Source: an optimization exercise on an open RTL-to-GDS flow (aim: small area, a short achievable clock period and few clock cycles). Production flows keep margins and buffers that such runs may drop. The RTL was checked by simulation tests, not by an equivalence proof against the original design.

==> flow/design.v <==
module mammal (
      input clk,
      input rst,
      input [15:0] data_in,
      output logic [15:0] data_out,
      output logic [11:0] address,
      output memwt,
      input INT,
      output logic intack
);
logic [11:0] pc;
logic [15:0] ir;
logic xv;                  
logic zeroflag, intflag;
logic [15:0] regbank [7:0];
localparam S_RUN=3'd0, S_IRET2=3'd1, S_INT1=3'd2, S_INT2=3'd3, S_INT3=3'd4, S_HALT=3'd5;
logic [2:0] st;
localparam OP_NOP=4'd0, OP_LDI=4'd1, OP_LD=4'd2, OP_ST=4'd3, OP_JZ=4'd4, OP_JMP=4'd5,
           OP_ALU=4'd7, OP_PUSH=4'd8, OP_POP=4'd9, OP_CALL=4'd10, OP_RET=4'd11,
           OP_STI=4'd12, OP_CLI=4'd13, OP_IRET=4'd14;
wire [3:0] xop = ir[15:12];
wire run = (st == S_RUN);
wire x_ldi  = run & xv & (xop == OP_LDI);
wire x_ld   = run & xv & (xop == OP_LD);
wire x_st   = run & xv & (xop == OP_ST);
wire x_jz   = run & xv & (xop == OP_JZ);     
wire x_jmp  = run & xv & (xop == OP_JMP);    
wire x_alu  = run & xv & (xop == OP_ALU);
wire x_push = run & xv & (xop == OP_PUSH);
wire x_pop  = run & xv & (xop == OP_POP);
wire x_call = run & xv & (xop == OP_CALL);
wire x_ret  = run & xv & (xop == OP_RET);
wire x_sti  = run & xv & (xop == OP_STI);
wire x_cli  = run & xv & (xop == OP_CLI);
wire x_iret = run & xv & (xop == OP_IRET);
wire s_iret2 = (st == S_IRET2);
wire s_int1 = (st == S_INT1);
wire s_int2 = (st == S_INT2);
wire s_int3 = (st == S_INT3);
wire x_mem = x_ldi | x_ld | x_st | x_push | x_pop | x_call | x_ret | x_iret;
wire jz_taken = x_jz & zeroflag;             
wire int_point = x_ldi | x_ld | x_st | x_jmp | jz_taken | x_alu | x_push | x_pop |
                 x_call | x_ret | x_sti | s_iret2;
wire take_int = int_point & intflag & INT;
wire fetch = run & ~x_mem & ~jz_taken & ~take_int;
wire [3:0] fop = data_in[15:12];
wire f_jmp  = (fop == OP_JMP) | ((fop == OP_JZ) & zeroflag & ~x_alu);
wire f_jzp  = (fop == OP_JZ) & x_alu;        
wire f_halt = (fop == 4'd6) | (fop == 4'd15);
wire f_none = (fop == OP_NOP) | ((fop == OP_JZ) & ~zeroflag & ~x_alu);
wire [15:0] ra = regbank[ir[8:6]];
wire [15:0] rb = regbank[ir[5:3]];
wire [15:0] sp = regbank[7];
wire [11:0] sp_inc = sp[11:0] + 12'd1;
wire [11:0] boff = fetch ? data_in[11:0] : ir[11:0];
wire [11:0] btarget = pc + boff + {11'd0, fetch};
logic [15:0] result;
always_comb
case (ir[11:9])
3'h0: result = ra + rb;
3'h1: result = ra - rb;
3'h2: result = ra & rb;
3'h3: result = ra | rb;
3'h4: result = ra ^ rb;
3'h7: case (ir[8:6])
      3'h0: result = {15'd0, ~|rb};
      3'h1: result = rb;
      3'h2: result = rb + 16'd1;
      3'h3: result = rb - 16'd1;
      default: result = 16'h0000;
      endcase
default: result = 16'h0000;
endcase
wire wr_en = x_alu | x_ldi | x_ld | x_pop;
wire [15:0] wdata = x_alu ? result : data_in;
wire sp_dec = x_push | x_call | s_int1 | s_int2;
wire sp_inc_en = x_pop | x_ret | x_iret | s_iret2;
always_ff @(posedge clk) begin
    for (int i = 0; i < 7; i++)
        if (wr_en && ir[2:0] == 3'(i)) regbank[i] <= wdata;
    if (wr_en && ir[2:0] == 3'd7) regbank[7] <= wdata;
    else if (sp_dec) regbank[7] <= sp - 16'd1;
    else if (sp_inc_en) regbank[7] <= sp + 16'd1;
end
always_ff @(posedge clk) begin
    if (rst) begin
        st <= S_RUN;
        xv <= 1'b0;
        pc <= 12'd0;
        zeroflag <= 1'b0;
        intflag <= 1'b0;
    end else begin
        if (x_alu) zeroflag <= ~|result;
        if (x_iret) zeroflag <= data_in[0];
        if (x_sti) intflag <= 1'b1;
        if (x_cli | s_int1) intflag <= 1'b0;
        case (st)
        S_RUN: begin
            if (fetch) begin
                ir <= (fop == OP_JZ && f_jmp) ? {OP_JMP, data_in[11:0]} : data_in;
                xv <= ~f_none & ~f_halt;
                if (f_halt) st <= S_HALT;
                if (f_jmp) pc <= btarget;
                else pc <= pc + 12'd1;
            end else begin
                xv <= 1'b0;
                if (x_ldi) pc <= pc + 12'd1;
                if (x_call | jz_taken) pc <= btarget;
                if (x_ret) pc <= data_in[11:0];
                if (x_iret) st <= S_IRET2;
            end
            if (take_int) st <= S_INT1;
        end
        S_IRET2: begin
            pc <= data_in[11:0];
            st <= take_int ? S_INT1 : S_RUN;
        end
        S_INT1: st <= S_INT2;
        S_INT2: begin
            ir[11:0] <= data_in[11:0] + 12'h7f0;
            st <= S_INT3;
        end
        S_INT3: begin
            pc <= data_in[11:0];
            st <= S_RUN;
        end
        default: st <= S_HALT;
        endcase
    end
end
always_comb begin
    if (x_ld | x_st) address = rb[11:0];
    else if (x_push | x_call | s_int1 | s_int2) address = sp[11:0];
    else if (x_pop | x_ret | x_iret | s_iret2) address = sp_inc;
    else if (s_int3) address = ir[11:0];
    else address = pc;
end
assign memwt = x_st | x_push | x_call | s_int1 | s_int2;
assign intack = s_int2;
always_comb begin
    if (x_call | s_int1) data_out = {4'b0, pc};
    else if (s_int2) data_out = {15'b0, zeroflag};
    else data_out = ra;
end
endmodule
Settings: LEC_CHECK=0, CAP_MARGIN=20, CORE_MARGIN=2, CORE_UTILIZATION=40, SLEW_MARGIN=20; clock period 6.0 ns.
run.sh (not shown) runs the stock make flow with config.mk's settings and CLKGATE_MAP_FILE= SYNTH_SCRIPT=/design/flow/synth_recipe.tcl, a recipe that flattens the netlist after the stock synthesis.
Testbench counts at the start, summed over its fixed seeds: cycles 108,649.
Then changed:
--- a/flow/design.v
+++ b/flow/design.v
@@ -51,36 +51,50 @@
 wire [15:0] ra = regbank[ir[8:6]];
 wire [15:0] rb = regbank[ir[5:3]];
 wire [15:0] sp = regbank[7];
-wire [11:0] sp_inc = sp[11:0] + 12'd1;
-wire [11:0] boff = fetch ? data_in[11:0] : ir[11:0];
-wire [11:0] btarget = pc + boff + {11'd0, fetch};
+wire sp_dn = x_push | x_call | s_int1 | s_int2;
+logic [15:0] sp_t;
+always_comb begin
+    sp_t[0] = 1'b1;
+    for (int i = 1; i < 16; i++) sp_t[i] = sp_t[i-1] & (sp[i-1] ^ sp_dn);
+end
+wire [15:0] sp_pm = sp ^ sp_t;
+wire use_din = (fetch & f_jmp) | s_int2;
+wire use_ir = jz_taken | x_call;
+wire [11:0] boff = use_din ? data_in[11:0] : (use_ir ? ir[11:0] : 12'd0);
+wire pcin = fetch | x_ldi;
+wire [12:0] psum = {pc, 1'b1} + {boff, pcin};
+wire [11:0] pc_add = psum[12:1];
+wire alu_add = (ir[11:9] == 3'h0);
+wire alu_sub = (ir[11:9] == 3'h1);
+wire alu_inc = (ir[11:9] == 3'h7) & (ir[8:6] == 3'h2);
+wire alu_dec = (ir[11:9] == 3'h7) & (ir[8:6] == 3'h3);
+wire [15:0] ax = (alu_add | alu_sub) ? ra : {16{alu_dec}};
+wire [15:0] by = alu_sub ? ~rb : rb;
+wire acin = alu_sub | alu_inc;
+wire [16:0] asum = {ax, 1'b1} + {by, acin};
 logic [15:0] result;
 always_comb
 case (ir[11:9])
-3'h0: result = ra + rb;
-3'h1: result = ra - rb;
+3'h0, 3'h1: result = asum[16:1];
 3'h2: result = ra & rb;
 3'h3: result = ra | rb;
 3'h4: result = ra ^ rb;
 3'h7: case (ir[8:6])
       3'h0: result = {15'd0, ~|rb};
       3'h1: result = rb;
-      3'h2: result = rb + 16'd1;
-      3'h3: result = rb - 16'd1;
+      3'h2, 3'h3: result = asum[16:1];
       default: result = 16'h0000;
       endcase
 default: result = 16'h0000;
 endcase
 wire wr_en = x_alu | x_ldi | x_ld | x_pop;
 wire [15:0] wdata = x_alu ? result : data_in;
-wire sp_dec = x_push | x_call | s_int1 | s_int2;
-wire sp_inc_en = x_pop | x_ret | x_iret | s_iret2;
+wire sp_en = sp_dn | x_pop | x_ret | x_iret | s_iret2;
 always_ff @(posedge clk) begin
     for (int i = 0; i < 7; i++)
         if (wr_en && ir[2:0] == 3'(i)) regbank[i] <= wdata;
     if (wr_en && ir[2:0] == 3'd7) regbank[7] <= wdata;
-    else if (sp_dec) regbank[7] <= sp - 16'd1;
-    else if (sp_inc_en) regbank[7] <= sp + 16'd1;
+    else if (sp_en) regbank[7] <= sp_pm;
 end
 always_ff @(posedge clk) begin
     if (rst) begin
@@ -100,12 +114,10 @@
                 ir <= (fop == OP_JZ && f_jmp) ? {OP_JMP, data_in[11:0]} : data_in;
                 xv <= ~f_none & ~f_halt;
                 if (f_halt) st <= S_HALT;
-                if (f_jmp) pc <= btarget;
-                else pc <= pc + 12'd1;
+                pc <= pc_add;
             end else begin
                 xv <= 1'b0;
-                if (x_ldi) pc <= pc + 12'd1;
-                if (x_call | jz_taken) pc <= btarget;
+                if (x_ldi | x_call | jz_taken) pc <= pc_add;
                 if (x_ret) pc <= data_in[11:0];
                 if (x_iret) st <= S_IRET2;
             end
@@ -115,9 +127,12 @@
             pc <= data_in[11:0];
             st <= take_int ? S_INT1 : S_RUN;
         end
-        S_INT1: st <= S_INT2;
+        S_INT1: begin
+            pc <= 12'h7f0;
+            st <= S_INT2;
+        end
         S_INT2: begin
-            ir[11:0] <= data_in[11:0] + 12'h7f0;
+            pc <= pc_add;
             st <= S_INT3;
         end
         S_INT3: begin
@@ -131,9 +146,8 @@
 always_comb begin
     if (x_ld | x_st) address = rb[11:0];
     else if (x_push | x_call | s_int1 | s_int2) address = sp[11:0];
-    else if (x_pop | x_ret | x_iret | s_iret2) address = sp_inc;
-    else if (s_int3) address = ir[11:0];
-    else address = pc;
+    else if (x_pop | x_ret | x_iret | s_iret2) address = sp_pm[11:0];
+        else address = pc;
 end
 assign memwt = x_st | x_push | x_call | s_int1 | s_int2;
 assign intack = s_int2;
Utilization climbs by 0.74 points.
Via count drops by about 13%.
Worst hold slack is better by 0.045 ns.
Setup slack is worse by 0.057 ns.
Sequential share of layout area climbs by 3.3 points.
Routed wire length drops by 10%.
Area after synthesis drops by about 11%.
Testbench counts after the change, summed over its fixed seeds: cycles 108,649.

## what the ideal ports hide
The results above use ideal ports. As a check the final layouts listed here were re-extracted and re-timed, cells and wires unchanged.
Step 1: set_driving_cell puts a clkbuf_16 on clk and a buf_2 on each other input, an assumption about the parent block.
Step 2 adds t to the input delays and takes it off the output delays; t is the mean of the earliest and latest rising clock arrival at the registers after step 1. Input paths then give back, and output paths get back, about the clock's delay inside the block.
Three values: ideal, step 1, step 2; two values: the first two.
run | t (ns) | setup slack, ns | worst setup path after step 2 | latest minus earliest clock arrival (ns)
the first run | 0.499 | 0.353 / 0.353 / 0.353 | register to register | 0.016 / 0.016
the second run | 0.493 | 0.296 / 0.245 / 0.686 | register to register | 0.012 / 0.012
After both steps setup and hold are still met in every run listed.
